This design comes from an exercise in tuning for small area and a short achievable clock period on the open sky130 flow, not from production work.
Only the layout flow was run in this run; the RTL was not checked for function there.
Power is estimated from default activity; no workload was simulated.

File: flow/config.mk
export PLATFORM = sky130hd
export DESIGN_NAME = TopLevel
export DESIGN_NICKNAME = TopLevel
export VERILOG_FILES = /design/flow/design.v
export SDC_FILE = /design/flow/constraint.sdc
export NUM_CORES = 8
export LEC_CHECK = 0
export CAP_MARGIN = 20
export CORE_MARGIN = 2
export CORE_UTILIZATION = 25
export PLACE_DENSITY = 0.45
export SLEW_MARGIN = 20
File: flow/constraint.sdc
create_clock -name core_clock -period 36.0 [get_ports {clk}]
set_input_delay 7.2000 -clock core_clock [delete_from_list [all_inputs] [get_ports {clk}]]
set_output_delay 7.2000 -clock core_clock [all_outputs]
set_load 0.01 [all_outputs]
File: flow/design.v
module alu2 (
    input signed [63:0] rs1,
    input signed [63:0] rs2,
    input [3:0] ALUControl,  
    output reg signed [63:0] rd
);
    wire signed [63:0] add_result;
    wire signed [63:0] sub_result;
    wire signed [63:0] xor_result;
    wire signed [63:0] or_result;
    wire signed [63:0] and_result;
    wire signed [63:0] sll_result;
    wire signed [63:0] srl_result;
    wire signed [63:0] sra_result;
    wire slt_result;
    wire sltu_result;
    wire add_cout, sub_cout;
    cla adder (
        .A(rs1),
        .B(rs2),
        .Cin(1'b0),
        .Sum(add_result),
        .Cout(add_cout)
    );
    cla_subtractor subtractor (
        .A(rs1),
        .B(rs2),
        .Sub(sub_result),
        .Cout(sub_cout)
    );
    XOR xor_op (
        .A(rs1),
        .B(rs2),
        .Y(xor_result)
    );
    OR or_op (
        .A(rs1),
        .B(rs2),
        .Y(or_result)
    );
    AND and_op (
        .A(rs1),
        .B(rs2),
        .Y(and_result)
    );
    sll shift_left (
        .a(rs1),
        .b(rs2),
        .y(sll_result)
    );
    srl shift_right_logical (
        .a(rs1),
        .b(rs2),
        .y(srl_result)
    );
    sra shift_right_arithmetic (
        .a(rs1),
        .b(rs2),
        .y(sra_result)
    );
    SLT set_less_than (
        .A(rs1),
        .B(rs2),
        .result(slt_result)
    );
    SLTU set_less_than_unsigned (
        .A(rs1),
        .B(rs2),
        .result(sltu_result)
    );
    always @(*) begin
        case (ALUControl)
            4'b0010: rd = add_result;   
            4'b0110: rd = sub_result;   
            4'b0100: rd = sll_result;   
            4'b1000: rd = {63'b0, slt_result};   
            4'b1001: rd = {63'b0, sltu_result};  
            4'b0011: rd = xor_result;   
            4'b0101: rd = srl_result;   
            4'b0111: rd = sra_result;   
            4'b0001: rd = or_result;    
            4'b0000: rd = and_result;   
            default: rd = 64'b0;
        endcase
    end
endmodule
module cla (
    input  signed [63:0] A, B,
    input                Cin,
    output signed [63:0] Sum,
    output               Cout
);
    wire [63:0] P, G;   
    wire [64:0] C;      
    assign C[0] = Cin;
    genvar i;
    generate
        for (i = 0; i < 64; i = i + 1) begin : GP_GEN
            xor (P[i], A[i], B[i]); 
            and (G[i], A[i], B[i]);
        end
    endgenerate
    generate
        for (i = 0; i < 64; i = i + 1) begin : CARRY_GEN
            wire temp;
            and (temp, P[i], C[i]);
            or  (C[i+1], G[i], temp);
        end
    endgenerate
    generate
        for (i = 0; i < 64; i = i + 1) begin : SUM_GEN
            xor (Sum[i], P[i], C[i]);
        end
    endgenerate
    assign Cout = C[64]; 
endmodule
module AND (
    input signed [63:0] A,
    input signed [63:0] B,
    output signed [63:0] Y
);
genvar i;
generate
    for (i = 0; i < 64; i = i + 1) begin : AND_GEN
        and gate(Y[i], A[i], B[i]);
    end
endgenerate
endmodule
module OR (
    input signed [63:0] A,
    input signed [63:0] B,
    output signed [63:0] Y
);
genvar i;
generate
    for (i = 0; i < 64; i = i + 1) begin : OR_GEN
        or gate(Y[i], A[i], B[i]);
    end
endgenerate
endmodule
module XOR (
    input signed [63:0] A,
    input signed [63:0] B,
    output signed [63:0] Y
);
genvar i;
generate
    for (i = 0; i < 64; i = i + 1) begin : XOR_GEN
        xor gate(Y[i], A[i], B[i]);
    end
endgenerate
endmodule
module cla_subtractor (
    input  signed [63:0] A, B,
    output signed [63:0] Sub,
    output               Cout
);
    wire signed [63:0] B_complement;
    wire signed [63:0] TwoComp_B;
    wire signed [63:0] Sum;
    wire               CarryOut;
    genvar i;
    generate
        for (i = 0; i < 64; i = i + 1) begin : NOT_GEN
            not (B_complement[i], B[i]);
        end
    endgenerate
    cla adder_1 (
        .A(B_complement),
        .B(64'b0), 
        .Cin(1'b1), 
        .Sum(TwoComp_B),
        .Cout()  
    );
    cla adder_2 (
        .A(A),
        .B(TwoComp_B),
        .Cin(1'b0), 
        .Sum(Sum),
        .Cout(CarryOut)
    );
    assign Sub = Sum;
    assign Cout = CarryOut;
endmodule
module sll (
    input  wire [63:0] a,       
    input  wire [63:0] b,       
    output wire [63:0] y        
);
    wire [63:0] s0, s1, s2, s3, s4, s5;
    wire [5:0] shift_amount = b[5:0];
    assign s0 = shift_amount[0] ? {a[62:0], 1'b0} : a;
    assign s1 = shift_amount[1] ? {s0[61:0], 2'b00} : s0;
    assign s2 = shift_amount[2] ? {s1[59:0], 4'b0000} : s1;
    assign s3 = shift_amount[3] ? {s2[55:0], 8'b00000000} : s2;
    assign s4 = shift_amount[4] ? {s3[47:0], 16'b0000000000000000} : s3;
    assign s5 = shift_amount[5] ? {s4[31:0], 32'b00000000000000000000000000000000} : s4;
    assign y = s5;
endmodule
module SLT (
    input signed [63:0] A,
    input signed [63:0] B,
    output wire result
);
    wire signed [63:0] diff;
    wire Cout;
    cla_subtractor sub(
        .A(A),
        .B(B),
        .Sub(diff),
        .Cout()  
    );
    wire sign_diff, both_pos, both_neg;
    wire result_case1, result_case2, result_case3;
    xor g1(sign_diff, A[63], B[63]);
    and g2(both_pos, ~A[63], ~B[63]);
    and g3(both_neg, A[63], B[63]);
    and g4(result_case1, sign_diff, A[63]);
    and g5(result_case2, ~sign_diff, diff[63]);
    and g6(result_case3, both_neg, ~diff[63]);
    or g7(result, result_case1, result_case2, result_case3);
endmodule
module magnitude_comparator_gates (
  input A,
  input B,
  output C,  
  output D,  
  output E   
);
  wire A_not;
  wire B_not;
  wire A_and_B_not;
  wire A_not_and_B;
  not g1 (A_not, A);      
  not g2 (B_not, B);      
  and g3 (A_and_B_not, A, B_not);  
  and g4 (A_not_and_B, A_not, B);  
  wire A_xor_B, D_not;
  xor g5 (A_xor_B, A, B);  
  not g6 (D_not, A_xor_B);  
  assign C = A_not_and_B;  
  assign E = A_and_B_not;  
  assign D = D_not;       
endmodule
module SLTU (
    input signed [63:0] A,
    input signed [63:0] B,
    output wire result
);
    integer i;
    reg found;
    reg result_reg;
    wire [63:0] C, D, E;  
    wire [63:0] A_unsigned = $unsigned(A);
    wire [63:0] B_unsigned = $unsigned(B);
    genvar j;
    generate
        for (j = 0; j < 64; j = j + 1) begin : comp_gen
            magnitude_comparator_gates comp (
                .A(A_unsigned[j]),
                .B(B_unsigned[j]),
                .C(C[j]),
                .D(D[j]),
                .E(E[j])
            );
        end
    endgenerate
    always @(*) begin
        found = 0;
        result_reg = 0;
        for (i = 63; i >= 0; i = i - 1) begin
            if (!found) begin
                if (C[i]) begin   
                    result_reg = 1;  
                    found = 1;  
                end else if (E[i]) begin   
                    result_reg = 0;  
                    found = 1;  
                end
            end
        end
    end
    assign result = result_reg;
endmodule
module sra (
    input  signed [63:0] a,       
    input  wire [63:0] b,         
    output signed [63:0] y        
);
    wire signed [63:0] s0, s1, s2, s3, s4, s5;
    wire [5:0] shift_amount = b[5:0];
    wire signed [63:0] sign_ext = {64{a[63]}};
    assign s0 = shift_amount[0] ? {sign_ext[63], a[63:1]} : a;
    assign s1 = shift_amount[1] ? {sign_ext[63:62], s0[63:2]} : s0;
    assign s2 = shift_amount[2] ? {sign_ext[63:60], s1[63:4]} : s1;
    assign s3 = shift_amount[3] ? {sign_ext[63:56], s2[63:8]} : s2;
    assign s4 = shift_amount[4] ? {sign_ext[63:48], s3[63:16]} : s3;
    assign s5 = shift_amount[5] ? {sign_ext[63:32], s4[63:32]} : s4;
    assign y = s5;
endmodule
module srl (
    input  signed [63:0] a,       
    input  wire [63:0] b,         
    output signed [63:0] y        
);
    wire signed [63:0] s0, s1, s2, s3, s4, s5;
    wire [5:0] shift_amount = b[5:0];
    assign s0 = shift_amount[0] ? {1'b0, a[63:1]} : a;
    assign s1 = shift_amount[1] ? {2'b00, s0[63:2]} : s0;
    assign s2 = shift_amount[2] ? {4'b0000, s1[63:4]} : s1;
    assign s3 = shift_amount[3] ? {8'b00000000, s2[63:8]} : s2;
    assign s4 = shift_amount[4] ? {16'b0000000000000000, s3[63:16]} : s3;
    assign s5 = shift_amount[5] ? {32'b00000000000000000000000000000000, s4[63:32]} : s4;
    assign y = s5;
endmodule
module ForwardingUnit (
    input [4:0] ID_EX_RegisterRs1,
    input [4:0] ID_EX_RegisterRs2,
    input [4:0] EX_MEM_RegisterRd,
    input [4:0] MEM_WB_RegisterRd,
    input EX_MEM_RegWrite,
    input MEM_WB_RegWrite,
    input MEM_WB_memRead,
    output reg [1:0] ForwardA,
    output reg [1:0] ForwardB
);
    always @(*) begin
        ForwardA = 2'b00;
        ForwardB = 2'b00;
        if (EX_MEM_RegWrite && (EX_MEM_RegisterRd != 0)) begin
            if (EX_MEM_RegisterRd == ID_EX_RegisterRs1)
                ForwardA = 2'b10;
            if (EX_MEM_RegisterRd == ID_EX_RegisterRs2)
                ForwardB = 2'b10;
        end
        if (MEM_WB_RegWrite && (MEM_WB_RegisterRd != 0)) begin
            if ((MEM_WB_RegisterRd == ID_EX_RegisterRs1) && !(EX_MEM_RegWrite && (EX_MEM_RegisterRd == ID_EX_RegisterRs1)))
                ForwardA = 2'b01;
            if ((MEM_WB_RegisterRd == ID_EX_RegisterRs2) && !(EX_MEM_RegWrite && (EX_MEM_RegisterRd == ID_EX_RegisterRs2)))
                ForwardB = 2'b01;
        end
        if (MEM_WB_memRead && (MEM_WB_RegisterRd != 0)) begin
            if (MEM_WB_RegisterRd == ID_EX_RegisterRs1)
                ForwardA = 2'b11;
            if (MEM_WB_RegisterRd == ID_EX_RegisterRs2)
                ForwardB = 2'b11;
        end
    end
endmodule
module ExecuteStage (
    input clk,
    input reset,
    input [63:0] PC,
    input [63:0] imm,
    input [63:0] readData1,
    input [63:0] readData2,
    input [2:0] funct3,
    input [6:0] funct7,
    input [1:0] ALUOp,
    input ALUSrc,
    input Branch,
    output wire [63:0] ALUResult,
    output wire Zero,
    input [3:0] ALUControl,
    output wire [63:0] immShifted,
    output wire [63:0] PCPlusImmShifted,
    input [63:0] EX_MEM_ALUResult,
    input [63:0] MEM_WB_ALUResult,
    input [63:0] MEM_WB_mem_readData,
    input EX_MEM_RegWrite,
    input MEM_WB_RegWrite,
    input MEM_WB_memRead,
    input [4:0] EX_MEM_rd_addr,
    input [4:0] MEM_WB_rd_addr,
    input [4:0] ID_EX_RegisterRs1,
    input [4:0] ID_EX_RegisterRs2,
    input [1:0] ForwardA,
    input [1:0] ForwardB,
    output [63:0] forwardedData1,
    output [63:0] forwardedData2
);
    assign forwardedData1 = 
        (ForwardA == 2'b10) ? EX_MEM_ALUResult :  
        (ForwardA == 2'b01) ? MEM_WB_ALUResult :  
        (ForwardA == 2'b11) ? MEM_WB_mem_readData : 
        readData1;
    assign forwardedData2 = 
        (ForwardB == 2'b10) ? EX_MEM_ALUResult :  
        (ForwardB == 2'b01) ? MEM_WB_ALUResult :  
        (ForwardB == 2'b11) ? MEM_WB_mem_readData : 
        readData2;
    wire [63:0] ALUInput2;
    assign ALUInput2 = ALUSrc ? imm : forwardedData2;
    alu2 mainALU (
        .rs1(forwardedData1),
        .rs2(ALUInput2),
        .ALUControl(ALUControl),
        .rd(ALUResult)
    );
    alu2 shiftALU (
        .rs1(imm),
        .rs2(64'd1),
        .ALUControl(4'b0100),
        .rd(immShifted)
    );
    alu2 addALU (
        .rs1(PC),
        .rs2(immShifted),
        .ALUControl(4'b0010),
        .rd(PCPlusImmShifted)
    );
    assign Zero = (ALUResult == 64'b0);
endmodule
module ALUControlUnit (
    input [2:0] funct3,
    input [6:0] funct7,
    input [1:0] ALUOp,
    output reg [3:0] ALUControl
);
    always @(*) begin
        case (ALUOp)
            2'b00: ALUControl = 4'b0010;  
            2'b01: ALUControl = 4'b0110;  
            2'b10: begin
                case ({funct7, funct3})
                    10'b0000000_000: ALUControl = 4'b0010;  
                    10'b0100000_000: ALUControl = 4'b0110;  
                    10'b0000000_111: ALUControl = 4'b0000;  
                    10'b0000000_110: ALUControl = 4'b0001;  
                    10'b0000000_100: ALUControl = 4'b0011;  
                    10'b0000000_001: ALUControl = 4'b0100;  
                    10'b0000000_101: ALUControl = 4'b0101;  
                    10'b0100000_101: ALUControl = 4'b0111;  
                    default: ALUControl = 4'b00;  
                endcase
            end
            default: ALUControl = 4'b0000;  
        endcase
    end
endmodule
module HazardDetectionUnit (
    input [4:0] IF_ID_RegisterRs1,   
    input [4:0] IF_ID_RegisterRs2,   
    input [4:0] ID_EX_RegisterRd,    
    input ID_EX_MemRead,             
    output reg stall                  
);
    always @(*) begin
        stall = 1'b0;
        if (ID_EX_MemRead && ((ID_EX_RegisterRd == IF_ID_RegisterRs1) || (ID_EX_RegisterRd == IF_ID_RegisterRs2))) begin
            stall = 1'b1;  
        end
    end
endmodule
module InstructionDecoder (
    input [31:0] instruction,   
    input stall,                
    output wire [6:0] opcode,    
    output wire [4:0] rs1,       
    output wire [4:0] rs2,       
    output wire [4:0] rd,        
    output wire [2:0] funct3,    
    output wire [6:0] funct7,    
    output wire [31:0] imm,      
    output wire Branch,          
    output wire MemRead,         
    output wire MemtoReg,        
    output wire [1:0] ALUOp,     
    output wire MemWrite,        
    output wire ALUSrc,          
    output wire RegWrite         
);
    reg Branch_reg, MemRead_reg, MemtoReg_reg;
    reg [1:0] ALUOp_reg;
    reg MemWrite_reg, ALUSrc_reg, RegWrite_reg;
    reg [31:0] imm_reg;
    assign Branch = Branch_reg;
    assign MemRead = MemRead_reg;
    assign MemtoReg = MemtoReg_reg;
    assign ALUOp = ALUOp_reg;
    assign MemWrite = MemWrite_reg;
    assign ALUSrc = ALUSrc_reg;
    assign RegWrite = RegWrite_reg;
    assign imm = imm_reg;  
    assign opcode = instruction[6:0];
    assign rs1 = instruction[19:15];
    assign rs2 = instruction[24:20];
    assign rd = instruction[11:7];
    assign funct3 = instruction[14:12];
    assign funct7 = instruction[31:25];
    always @(*) begin
        case (opcode)
            7'b0010011, 7'b0000011, 7'b1100111:
                imm_reg = {{20{instruction[31]}}, instruction[31:20]};  
            7'b0100011:
                imm_reg = {{20{instruction[31]}}, instruction[31:25], instruction[11:7]};  
            7'b1100011:
                imm_reg = {{19{instruction[31]}}, instruction[31], instruction[7], instruction[30:25], instruction[11:8], 1'b0};
            7'b0110111, 7'b0010111:
                imm_reg = {instruction[31:12], 12'b0};  
            7'b1101111:
                imm_reg = {{11{instruction[31]}}, instruction[31], instruction[19:12], instruction[20], instruction[30:21], 1'b0};
            default:
                imm_reg = 32'b0;  
        endcase
    end
    always @(*) begin
        Branch_reg = 0;
        MemRead_reg = 0;
        MemtoReg_reg = 0;
        ALUOp_reg = 2'b00;
        MemWrite_reg = 0;
        ALUSrc_reg = 0;
        RegWrite_reg = 0;
        if (stall) begin
            Branch_reg = 0;
            MemRead_reg = 0;
            MemtoReg_reg = 0;
            ALUOp_reg = 2'b00;
            MemWrite_reg = 0;
            ALUSrc_reg = 0;
            RegWrite_reg = 0;
        end
        else begin
            case (opcode)
                7'b0110011: begin
                    RegWrite_reg = 1;
                    ALUOp_reg = 2'b10;
                end
                7'b0010011, 7'b0000011: begin
                    RegWrite_reg = 1;
                    ALUSrc_reg = 1;
                    MemRead_reg = (opcode == 7'b0000011) ? 1 : 0;  
                    MemtoReg_reg = (opcode == 7'b0000011) ? 1 : 0;  
                    ALUOp_reg = 2'b00;
                end
                7'b0100011: begin
                    MemWrite_reg = 1;
                    ALUSrc_reg = 1;
                    ALUOp_reg = 2'b00;
                end
                7'b1100011: begin
                    Branch_reg = 1;
                    ALUOp_reg = 2'b01;
                end
                7'b1101111, 7'b1100111: begin
                    RegWrite_reg = 1;
                    ALUSrc_reg = 1;
                    ALUOp_reg = 2'b00;
                end
                7'b0110111, 7'b0010111: begin
                    RegWrite_reg = 1;
                    ALUSrc_reg = 1;
                    ALUOp_reg = 2'b00;
                end
                default: begin
                end
            endcase
        end
    end
endmodule
module RegisterFile (
    input clk,                     
    input reset,                   
    input regWrite,                
    input [4:0] rs1,               
    input [4:0] rs2,               
    input [4:0] rd,                
    input [63:0] writeData,        
    output wire [63:0] readData1,   
    output wire [63:0] readData2    
);
    reg [63:0] registers [0:31];
    reg [63:0] readData1_reg, readData2_reg;
    assign readData1 = readData1_reg;
    assign readData2 = readData2_reg;
    integer i;
    always @(posedge clk or posedge reset) begin
        if (reset) begin
            for (i = 0; i < 32; i = i + 1)
                registers[i] <= (i == 12) ? 64'd25 : i;
        end else if (regWrite && rd != 5'b0) begin   
            registers[rd] <= writeData;
        end
    end
    always @(*) begin
        readData1_reg = (rs1 == 5'b0) ? 64'b0 : (regWrite && rd == rs1) ? writeData : registers[rs1];  
        readData2_reg = (rs2 == 5'b0) ? 64'b0 : (regWrite && rd == rs2) ? writeData : registers[rs2];  
    end
endmodule
module ImmGen (
    input [31:0] instruction,
    input [6:0] opcode,
    output wire [63:0] imm
);
reg [63:0] imm_reg;
assign imm = imm_reg;
always @(*) begin
    case (opcode)
        7'b0010011,   
        7'b0000011,   
        7'b1100111:   
            imm_reg = {{52{instruction[31]}}, instruction[31:20]};   
        7'b0100011:   
            imm_reg = {{52{instruction[31]}}, instruction[31:25], instruction[11:7]};   
        7'b1100011:   
            imm_reg = {{51{instruction[31]}}, instruction[31], instruction[7], instruction[30:25], instruction[11:8], 1'b0};   
        7'b0110111,   
        7'b0010111:   
            imm_reg = {{32{instruction[31]}}, instruction[31:12], 12'b0};   
        7'b1101111:   
            imm_reg = {{43{instruction[31]}}, instruction[31], instruction[19:12], instruction[20], instruction[30:21], 1'b0};   
        default:
            imm_reg = 64'b0;   
    endcase
end
endmodule
module ControlUnit (
    input [6:0] opcode,        
    output wire Branch,         
    output wire MemRead,        
    output wire MemtoReg,       
    output wire [1:0] ALUOp,    
    output wire MemWrite,       
    output wire ALUSrc,         
    output wire RegWrite        
);
reg Branch_reg, MemRead_reg, MemtoReg_reg;
reg [1:0] ALUOp_reg;
reg MemWrite_reg, ALUSrc_reg, RegWrite_reg;
assign Branch = Branch_reg;
assign MemRead = MemRead_reg;
assign MemtoReg = MemtoReg_reg;
assign ALUOp = ALUOp_reg;
assign MemWrite = MemWrite_reg;
assign ALUSrc = ALUSrc_reg;
assign RegWrite = RegWrite_reg;
always @(*) begin
    Branch_reg   = 0;
    MemRead_reg  = 0;
    MemtoReg_reg = 0;
    ALUOp_reg    = 2'b00;
    MemWrite_reg = 0;
    ALUSrc_reg   = 0;
    RegWrite_reg = 0;
    case (opcode)
        7'b0110011: begin  
            RegWrite_reg = 1;
            ALUOp_reg    = 2'b10;
        end
        7'b0010011,  
        7'b0000011: begin  
            RegWrite_reg = 1;
            ALUSrc_reg   = 1;
            MemRead_reg  = (opcode == 7'b0000011) ? 1 : 0;
            MemtoReg_reg = (opcode == 7'b0000011) ? 1 : 0;
            ALUOp_reg    = 2'b00;
        end
        7'b0100011: begin  
            MemWrite_reg = 1;
            ALUSrc_reg   = 1;
            ALUOp_reg    = 2'b00;
        end
        7'b1100011: begin  
            Branch_reg   = 1;
            ALUOp_reg    = 2'b01;
        end
        7'b1101111,  
        7'b1100111: begin  
            RegWrite_reg = 1;
            ALUSrc_reg   = 1;
            ALUOp_reg    = 2'b00;
        end
        7'b0110111,  
        7'b0010111: begin  
            RegWrite_reg = 1;
            ALUSrc_reg   = 1;
            ALUOp_reg    = 2'b00;
        end
        default: begin
        end
    endcase
end
endmodule
module InstructionFetch(
    input clk,                 
    input reset,               
    input BranchTaken,         
    input [63:0] branchAddr,  
    input stall,               
    output reg [63:0] PC,      
    input [31:0] imem_data,    
    output reg [31:0] instruction  
);
    wire signed [63:0] alu_result;
    wire add_cout;
    alu2 adder (
        .rs1(PC),
        .rs2(64'd4),
        .ALUControl(4'b0010),  
        .rd(alu_result)
    );
    always @(posedge clk or posedge reset) begin
        if (reset) begin
            PC <= 64'b0;  
    end
        else if (BranchTaken) begin
                PC <= branchAddr;
    end
     else if (!stall) begin
                PC <= alu_result;  
        end
    end
    always @(*) begin
        instruction = imem_data;  
    end
endmodule
module DataMemory (
    input clk,
    input reset,  
    input [63:0] address,
    input [63:0] writeData,
    input MemWrite,
    input MemRead,  
    input Zero,
    output reg [63:0] readData,
    output BranchTaken,
    input Branch
);
    reg [63:0] memory [0:31];
    integer i;
    always @(posedge clk or posedge reset) begin
        if (reset) begin
            for (i = 0; i < 32; i = i + 1) begin
                memory[i] <= i;  
            end
        end else if (MemWrite) begin
            memory[address[7:3]] <= writeData;  
        end
    end
    always @(*) begin
        if (MemRead) begin
            readData = memory[address[7:3]];  
        end else begin
            readData = 64'b0;  
        end
    end
    assign BranchTaken = Branch & Zero;
endmodule
module write_back (
    input wire MemtoReg,          
    input wire [63:0] alu_result,    
    input wire [63:0] mem_data,      
    output wire [63:0] wb_out  
);
    assign wb_out = MemtoReg ? mem_data : alu_result;
endmodule
module TopLevel (
    input clk,
    input reset,
    output wire [63:0] imem_addr,   
    input [31:0] imem_data,         
    output wire [63:0] final_rd  
);
    wire PCSrc;
    wire [63:0] branchAddr;
    wire [63:0] PC;
    wire [31:0] instruction;
    reg [63:0] IF_ID_PC;
    reg [31:0] IF_ID_instruction;
    reg ID_EX_RegWrite;
    reg ID_EX_MemtoReg;
    reg ID_EX_Branch;
    reg ID_EX_MemRead;
    reg ID_EX_MemWrite;
    reg ID_EX_ALUSrc;
    reg [1:0] ID_EX_ALUOp;
    reg [63:0] ID_EX_PC;
    reg [63:0] ID_EX_readData1;
    reg [63:0] ID_EX_readData2;
    reg [63:0] ID_EX_imm;
    reg [6:0] ID_EX_funct7;
    reg [2:0] ID_EX_funct3;
    reg [4:0] ID_EX_rd_addr;
    reg [4:0] ID_EX_RegisterRs1;
    reg [4:0] ID_EX_RegisterRs2;
    reg EX_MEM_RegWrite;
    reg EX_MEM_MemtoReg;
    reg EX_MEM_Branch;
    reg EX_MEM_MemRead;
    reg EX_MEM_MemWrite;
    reg [63:0] EX_MEM_PCPlusImmShifted;
    reg EX_MEM_Zero;
    reg [63:0] EX_MEM_ALUResult;
    reg [63:0] EX_MEM_readData2;
    reg [4:0] EX_MEM_rd_addr;
    reg MEM_WB_RegWrite;
    reg MEM_WB_MemtoReg;
    reg [63:0] MEM_WB_mem_readData;
    reg [63:0] MEM_WB_ALUResult;
    reg [4:0] MEM_WB_rd_addr;
    reg MEM_WB_memRead; 
    wire [6:0] opcode;
    wire [4:0] rs1_addr, rs2_addr, rd_addr;
    wire [63:0] imm;
    wire [2:0] funct3;
    wire [6:0] funct7;
    wire RegWrite, MemtoReg, Branch, MemRead, MemWrite, ALUSrc;
    wire [1:0] ALUOp;
    wire [63:0] readData1, readData2, ALUInput2;
    wire [3:0] ALUControl;
    wire [63:0] ALUResult, immShifted, PCPlusImmShifted, ALUInput1;
    wire Zero;
    wire [63:0] mem_readData;
    wire branch_taken;
    wire [63:0] write_data;
    wire [1:0] ForwardA, ForwardB;
    wire stall;  
    always @(posedge clk or posedge reset) begin
        if (reset) begin
            IF_ID_PC <= 0;
            IF_ID_instruction <= 0;
            ID_EX_RegWrite <= 0;
            ID_EX_MemtoReg <= 0;
            ID_EX_Branch <= 0;
            ID_EX_MemRead <= 0;
            ID_EX_MemWrite <= 0;
            ID_EX_ALUSrc <= 0;
            ID_EX_ALUOp <= 0;
            ID_EX_PC <= 0;
            ID_EX_readData1 <= 0;
            ID_EX_readData2 <= 0;
            ID_EX_imm <= 0;
            ID_EX_funct7 <= 0;
            ID_EX_funct3 <= 0;
            ID_EX_rd_addr <= 0;
            ID_EX_RegisterRs1 <= 0;
            ID_EX_RegisterRs2 <= 0;
            EX_MEM_RegWrite <= 0;
            EX_MEM_MemtoReg <= 0;
            EX_MEM_Branch <= 0;
            EX_MEM_MemRead <= 0;
            EX_MEM_MemWrite <= 0;
            EX_MEM_PCPlusImmShifted <= 0;
            EX_MEM_Zero <= 0;
            EX_MEM_ALUResult <= 0;
            EX_MEM_readData2 <= 0;
            EX_MEM_rd_addr <= 0;
            MEM_WB_RegWrite <= 0;
            MEM_WB_MemtoReg <= 0;
            MEM_WB_mem_readData <= 0;
            MEM_WB_ALUResult <= 0;
            MEM_WB_rd_addr <= 0;
            MEM_WB_memRead <= 0;
        end else begin
            if (!stall) begin
                IF_ID_PC <= PC;
                IF_ID_instruction <= instruction;
            end
            if (!stall) begin
                ID_EX_RegWrite <= RegWrite;
                ID_EX_MemtoReg <= MemtoReg;
                ID_EX_Branch <= Branch;
                ID_EX_MemRead <= MemRead;
                ID_EX_MemWrite <= MemWrite;
                ID_EX_ALUSrc <= ALUSrc;
                ID_EX_ALUOp <= ALUOp;
                ID_EX_PC <= IF_ID_PC;
                ID_EX_readData1 <= readData1;
                ID_EX_readData2 <= readData2;
                ID_EX_imm <= imm;
                ID_EX_funct7 <= funct7;
                ID_EX_funct3 <= funct3;
                ID_EX_rd_addr <= rd_addr;
                ID_EX_RegisterRs1 <= rs1_addr;
                ID_EX_RegisterRs2 <= rs2_addr;
            end else begin
                ID_EX_RegWrite <= 0;
                ID_EX_MemtoReg <= 0;
                ID_EX_Branch <= 0;
                ID_EX_MemRead <= 0;
                ID_EX_MemWrite <= 0;
                ID_EX_ALUSrc <= 0;
                ID_EX_ALUOp <= 0;
                ID_EX_PC <= 0;
                ID_EX_readData1 <= 0;
                ID_EX_readData2 <= 0;
                ID_EX_imm <= 0;
                ID_EX_funct7 <= 0;
                ID_EX_funct3 <= 0;
                ID_EX_rd_addr <= 0;
                ID_EX_RegisterRs1 <= 0;
                ID_EX_RegisterRs2 <= 0;
            end
            EX_MEM_RegWrite <= ID_EX_RegWrite;
            EX_MEM_MemtoReg <= ID_EX_MemtoReg;
            EX_MEM_Branch <= ID_EX_Branch;
            EX_MEM_MemRead <= ID_EX_MemRead;
            EX_MEM_MemWrite <= ID_EX_MemWrite;
            EX_MEM_PCPlusImmShifted <= PCPlusImmShifted;
            EX_MEM_Zero <= Zero;
            EX_MEM_ALUResult <= ALUResult;
            EX_MEM_readData2 <= ALUInput2;
            EX_MEM_rd_addr <= ID_EX_rd_addr;
            MEM_WB_RegWrite <= EX_MEM_RegWrite;
            MEM_WB_MemtoReg <= EX_MEM_MemtoReg;
            MEM_WB_mem_readData <= mem_readData;
            MEM_WB_ALUResult <= EX_MEM_ALUResult;
            MEM_WB_rd_addr <= EX_MEM_rd_addr;
            MEM_WB_memRead <= EX_MEM_MemRead;
            if (branch_taken) begin
            IF_ID_PC <= 0;
                IF_ID_instruction <= 0;
            ID_EX_RegWrite <= 0;
                ID_EX_MemtoReg <= 0;
                ID_EX_Branch <= 0;
                ID_EX_MemRead <= 0;
                ID_EX_MemWrite <= 0;
                ID_EX_ALUSrc <= 0;
                ID_EX_ALUOp <= 0;
                ID_EX_PC <= 0;
                ID_EX_readData1 <= 0;
                ID_EX_readData2 <= 0;
                ID_EX_imm <= 0;
                ID_EX_funct7 <= 0;
                ID_EX_funct3 <= 0;
                ID_EX_rd_addr <= 0;
                ID_EX_RegisterRs1 <= 0;
                ID_EX_RegisterRs2 <= 0;
                EX_MEM_RegWrite <= 0;
            EX_MEM_MemtoReg <= 0;
            EX_MEM_Branch <= 0;
            EX_MEM_MemRead <= 0;
            EX_MEM_MemWrite <= 0;
            EX_MEM_PCPlusImmShifted <= 0;
            EX_MEM_Zero <= 0;
            EX_MEM_ALUResult <= 0;
            EX_MEM_readData2 <= 0;
            EX_MEM_rd_addr <= 0;
        end
        end
    end
    InstructionFetch ifetch (
        .clk(clk),
        .reset(reset),
        .BranchTaken(branch_taken),
        .branchAddr(EX_MEM_PCPlusImmShifted),
        .stall(stall),  
        .PC(PC),
        .imem_data(imem_data),
        .instruction(instruction)
    );
    InstructionDecoder idecode (
        .instruction(IF_ID_instruction),  
        .stall(stall),  
        .opcode(opcode),
        .rs1(rs1_addr),
        .rs2(rs2_addr),
        .rd(rd_addr),
        .funct3(funct3),
        .funct7(funct7),
        .Branch(Branch),
        .MemRead(MemRead),
        .MemtoReg(MemtoReg),
        .ALUOp(ALUOp),
        .MemWrite(MemWrite),
        .ALUSrc(ALUSrc),
        .RegWrite(RegWrite)
    );
    RegisterFile regfile (
        .clk(clk),
        .reset(reset),
        .regWrite(MEM_WB_RegWrite),
        .rs1(rs1_addr),
        .rs2(rs2_addr),
        .rd(MEM_WB_rd_addr),
        .writeData(write_data),
        .readData1(readData1),
        .readData2(readData2)
    );
    ImmGen immgen (
        .instruction(IF_ID_instruction),
        .opcode(opcode),
        .imm(imm)
    );
    ALUControlUnit alucontrolunit (
        .funct3(ID_EX_funct3),
        .funct7(ID_EX_funct7),
        .ALUOp(ID_EX_ALUOp),
        .ALUControl(ALUControl)
    );
    ForwardingUnit forwardingUnit (
        .ID_EX_RegisterRs1(ID_EX_RegisterRs1),
        .ID_EX_RegisterRs2(ID_EX_RegisterRs2),
        .EX_MEM_RegisterRd(EX_MEM_rd_addr),
        .MEM_WB_RegisterRd(MEM_WB_rd_addr),
        .EX_MEM_RegWrite(EX_MEM_RegWrite),
        .MEM_WB_RegWrite(MEM_WB_RegWrite),
        .ForwardA(ForwardA),
        .ForwardB(ForwardB),
        .MEM_WB_memRead(MEM_WB_memRead)
    );
    ExecuteStage execute (
        .clk(clk),
        .reset(reset),
        .PC(ID_EX_PC),
        .imm(ID_EX_imm),
        .readData1(ID_EX_readData1),
        .readData2(ID_EX_readData2),
        .ALUOp(ID_EX_ALUOp),
        .ALUSrc(ID_EX_ALUSrc),
        .Branch(ID_EX_Branch),
        .ALUResult(ALUResult),
        .Zero(Zero),
        .ALUControl(ALUControl),
        .immShifted(immShifted),
        .PCPlusImmShifted(PCPlusImmShifted),
        .EX_MEM_ALUResult(EX_MEM_ALUResult),
        .MEM_WB_ALUResult(MEM_WB_ALUResult),
        .EX_MEM_RegWrite(EX_MEM_RegWrite),
        .MEM_WB_RegWrite(MEM_WB_RegWrite),
        .EX_MEM_rd_addr(EX_MEM_rd_addr),
        .MEM_WB_rd_addr(MEM_WB_rd_addr),
        .ID_EX_RegisterRs1(ID_EX_RegisterRs1),
        .ID_EX_RegisterRs2(ID_EX_RegisterRs2),
        .ForwardA(ForwardA),
        .ForwardB(ForwardB),
        .forwardedData1(ALUInput1),
        .forwardedData2(ALUInput2),
        .MEM_WB_memRead(MEM_WB_memRead),
        .MEM_WB_mem_readData(MEM_WB_mem_readData)
    );
    DataMemory datamem (
        .clk(clk),
        .reset(reset),
        .address(EX_MEM_ALUResult),
        .writeData(EX_MEM_readData2),
        .MemWrite(EX_MEM_MemWrite),
        .MemRead(EX_MEM_MemRead),
        .readData(mem_readData),
        .BranchTaken(branch_taken),
        .Branch(EX_MEM_Branch),
        .Zero(EX_MEM_Zero)
    );
    write_back wb(
        .MemtoReg(MEM_WB_MemtoReg),
        .alu_result(MEM_WB_ALUResult),
        .mem_data(MEM_WB_mem_readData),
        .wb_out(write_data)
    );
    HazardDetectionUnit hazardDetection (
        .IF_ID_RegisterRs1(rs1_addr),
        .IF_ID_RegisterRs2(rs2_addr),
        .ID_EX_RegisterRd(ID_EX_rd_addr),
        .ID_EX_MemRead(ID_EX_MemRead),
        .stall(stall)
    );
    assign final_rd = write_data;  
    assign imem_addr = PC;
endmodule
File: flow/run.sh
#!/bin/bash
# synth_recipe.tcl (not shown) runs the flow's synth.tcl, then flattens the netlist and writes it again
# the make line also repeats each setting of config.mk as NAME=value (left out here)
make -C /OpenROAD-flow-scripts/flow DESIGN_CONFIG=/design/flow/config.mk WORK_HOME=/design/flow/orfs CLKGATE_MAP_FILE= SYNTH_SCRIPT=/design/flow/synth_recipe.tcl finish
==> flow_summary.ini <==
[cts]
postCtsSetupBuffers = 0
tritoncts = done
clk-insertion-delay-late_ns = 1.18
clock-sinks = 4784
ctsResizeCount = 0
cts.reportedPaths.clkPinSlew_ns = 0.06
h-tree-depth = 6
hold_buffers = 0
cts_buffers = 543
cts-root-buf = clkbuf_16
clk_path_buf_depth = 4

[sta]
finalHoldViolCount = 0
drv_slew = 0
post-route-min-period_ns = 31.17
skew_ns = 0.130
setup_violations = 0
worst_slew_pin_slew_ns = 1.46
fmaxAchievable_mhz = 32.1
hold_ws_ns = 0.398
timing.final.crit_share_pct = 86.6
rsz0062_at_grt = false
slew_headroom_pct = 2.40
tns_ns = 0

[logic_synthesis]
yosysUniqueCellTypes = 102
synth_area_per_cell_um2 = 10.5
netlist_area_um2 = 232000
yosys_register_bits = 4784
synthCells = 22100
syn-num-nets = 22600
ys_seq_area_share_pct = 51.6
yosysWarnings = 13
async_reset_ff_share_pct = 100
synth_edf_count = 0
ys.flop_type = dfrtp_1

[hold_path]
whs_path_depth = 0
worst_hold_startpoint = EX_MEM_ALUResult[20]
hold_path.class = flop to flop

[detailed_routing]
vias = 203000
finalWirelength_um = 1340000
first_iter_violations = 30500
drtAntennaViolNets = 0
dr.pass1.iters = 12
wl_per_cell_um = 38.8
vias_per_cell = 5.89
drc = 0

[finish]
fin_area_um2 = 269000
syn_to_final_growth_pct = 15.9
fin_cells = 34400
drive_gt1_share_pct = 20.1
nNetsFinal = 22000

[placement]
place.gp.congestion = 0.987
io_buffers = 161
placedInstanceArea_um2 = 250000
dp.cells = 33200
hpwl_um = 824000

[power]
p_leak_nw = 120
cellPowerDensity_nw_per_um2 = 50.8
vdd_drop_max_v = 0.0000524

[setup_path]
worstSetupPathDepth = 83
arrival_ns = 32.24
path_buf_inv = 4
cp-startpoint = MEM_WB_rd_addr[3]
r2r_cells = 83
crit_top_cell = fa_1
max_stage_delay_ns = 0.72
worst-path-max-fanout = 28
crit_family = adder cells
startpoint_type = flop
crit_path_end_kind = flop
crit_type = flop to flop
required_ns = 37.07
reg2reg_from = MEM_WB_rd_addr[3]
cp_slowest_cell = nor2_1

[die]
design.core.area_um2 = 928000
dieArea_um2 = 937000
dieWidth_um = 968
start_util_pct = 25.0
rows = 354
io_pins = 162
die_h_um = 968

[global_routing]
antenna_found_initial = 152
grt_max_degree = 185
use_met1_pct = 37.7
busiest_layer = met2
grt-ovfl-total = 0
grt_pass1_vias = 195000
grt_pass1_wl_um = 1790000
grt_usage_pct = 27.3
grtUsageMet3_pct = 6.20
use_met2_pct = 40.0

[status]
outcome = timing/DRC/antenna clean

[job]
maxCapViolations = 0
cells by family (layout without fill, tap and decap cells):
family                     count (synthesis)  count (layout)  share of synthesized area, %
DFF                                     4784            4784                          51.6
and+or+nand+nor                         5016            5016                          9.45
buffers and inverters                   2521            2339                          4.29
adders and majority gates                437             437                          2.94
muxes                                   2527            2527                          12.1
other                                      0             218                             0
AOI/OAI and AO/OA                       6752            6752                          19.4
xor gates and xnor gates                  51              51                         0.192
cell type report:
class                   count  area, um^2
well taps               12300       15400
inverters                 318        1200
repair buffers           1051        9300
diodes                    218         546
fillers                 96100      659000
multi-input cells       14800      105000
clock inverters           163        2200
clock buffers             807       15900
flip-flops and latches   4784      120000
power by group:
group | total [W] | switching, W | leakage [nW] | internal (W)
Combinational | 0.00204 | 0.00155 | 45.2 | 0.000496
Clock | 0.00580 | 0.00248 | 8.86 | 0.00331
Sequential | 0.00584 | 0.000242 | 65.5 | 0.00559
routing by layer:
metal,part of all wire (%),vias up
li1,-,80100
met4,6.2,48
met1,42,106000
met2,42,12900
met3,9.5,3132
met5,0.035,-
per-stage QoR:
stage	util, %	total power [W]	worst slack (ns)
2_1_floorplan	-	0.00687	-37.77
3_3_place_gp	27.0	0.00789	5.07
3_5_place_dp	27.0	0.00789	5.22
4_1_cts	28.9	0.0137	5.06
5_1_grt	29.0	0.0140	4.10
6_report	29.0	0.0137	4.83
flip-flops by register name (all words and copies together) (netlist names), 7 cells and up:
| signal | cells |
|---|---|
| EX_MEM_readData2 | 64 |
| EX_MEM_PCPlusImmShifted | 64 |
| ID_EX_readData2 | 64 |
| ID_EX_funct7 | 7 |
| ID_EX_PC | 64 |
| datamem.memory | 2048 |
| ID_EX_imm | 32 |
| MEM_WB_ALUResult | 64 |
| MEM_WB_mem_readData | 64 |
| regfile.registers | 1984 |
| ID_EX_readData1 | 64 |
| EX_MEM_ALUResult | 64 |
| IF_ID_instruction | 32 |
| IF_ID_PC | 64 |
| ifetch.PC | 64 |
path summary, 6_finish.rpt:
kind,to,slack (ns)
setup / recovery,EX_MEM_Zero,4.83
hold / removal,MEM_WB_ALUResult[20],0.40
setup reg to reg,EX_MEM_Zero,4.83
hold reg to reg,MEM_WB_ALUResult[20],0.40
max in group asynchronous,regfile.registers[13][4],22.40
min in group asynchronous,regfile.registers[28][62],6.71
placed cells by master (no fill, tap or decap), drive strengths merged, types with 32 or more instances in the layout:
| cell | n |
|---|---|
| bufinv | 32 |
| a222oi | 158 |
| nor4 | 151 |
| dfrtp | 4623 |
| a22oi | 1655 |
| a221oi | 533 |
| a211oi | 74 |
| nor3 | 243 |
| o21ai | 1060 |
| nor2b | 54 |
| clkdlybuf4s50 | 159 |
| and2 | 192 |
| buf | 891 |
| nand4 | 410 |
| o211ai | 114 |
| dfstp | 161 |
| fa | 183 |
| clkbuf | 808 |
| nor2 | 2077 |
| a31oi | 49 |
| clkinv | 101 |
| diode | 218 |
| mux2 | 2087 |
| nand3 | 316 |
| a21oi | 1962 |
| and3 | 32 |
| nand2 | 1446 |
| o22ai | 133 |
| o21a | 36 |
| o221ai | 85 |
| a2bb2oi | 63 |
| a21o | 78 |
| inv | 333 |
| ha | 254 |
| mux2i | 437 |
| a22o | 571 |
cells in the mapped netlist (191+ instances only):
cell,instances,area [um^2]
a21oi_1,1962,9820
a221oi_1,529,4630
a22o_1,571,5000
a22oi_1,1655,12400
and2_1,191,1190
clkbuf_1,1854,6960
dfrtp_1,4623,116000
ha_1,254,3180
inv_1,311,1170
mux2_2,2083,23500
mux2i_1,428,4280
nand2_1,1446,5430
nand3_1,314,1570
nand4_1,410,2560
nor2_1,2076,7790
nor3_1,241,1210
o21ai_0,1054,5280

[port drivers added, routing unchanged]
In the flow no input, the clock included, has a driving cell. The finished layout below was timed again as built, in two steps. Step 1: set_driving_cell puts a clkbuf_16 on clk and a buf_2 on each other input, an assumption about the parent block. Step 2 adds t to the input delays and takes it off the output delays; t is the mean of the earliest and latest rising clock arrival at the registers after step 1. Input paths then give back, and output paths get back, about the clock's delay inside the block. Three values: no drivers, after step 1, after step 2; two values: the first two.
t, ns: 1.256
slack for setup (ns): 4.833 / 4.833 / 4.833
worst setup path at the end: register to register
latest minus earliest clock arrival (ns): 0.131 / 0.131
After both steps setup and hold are still met in this run. The setup slack of this run moves by 0.000 ns with the drivers and by 0.000 ns with both steps.
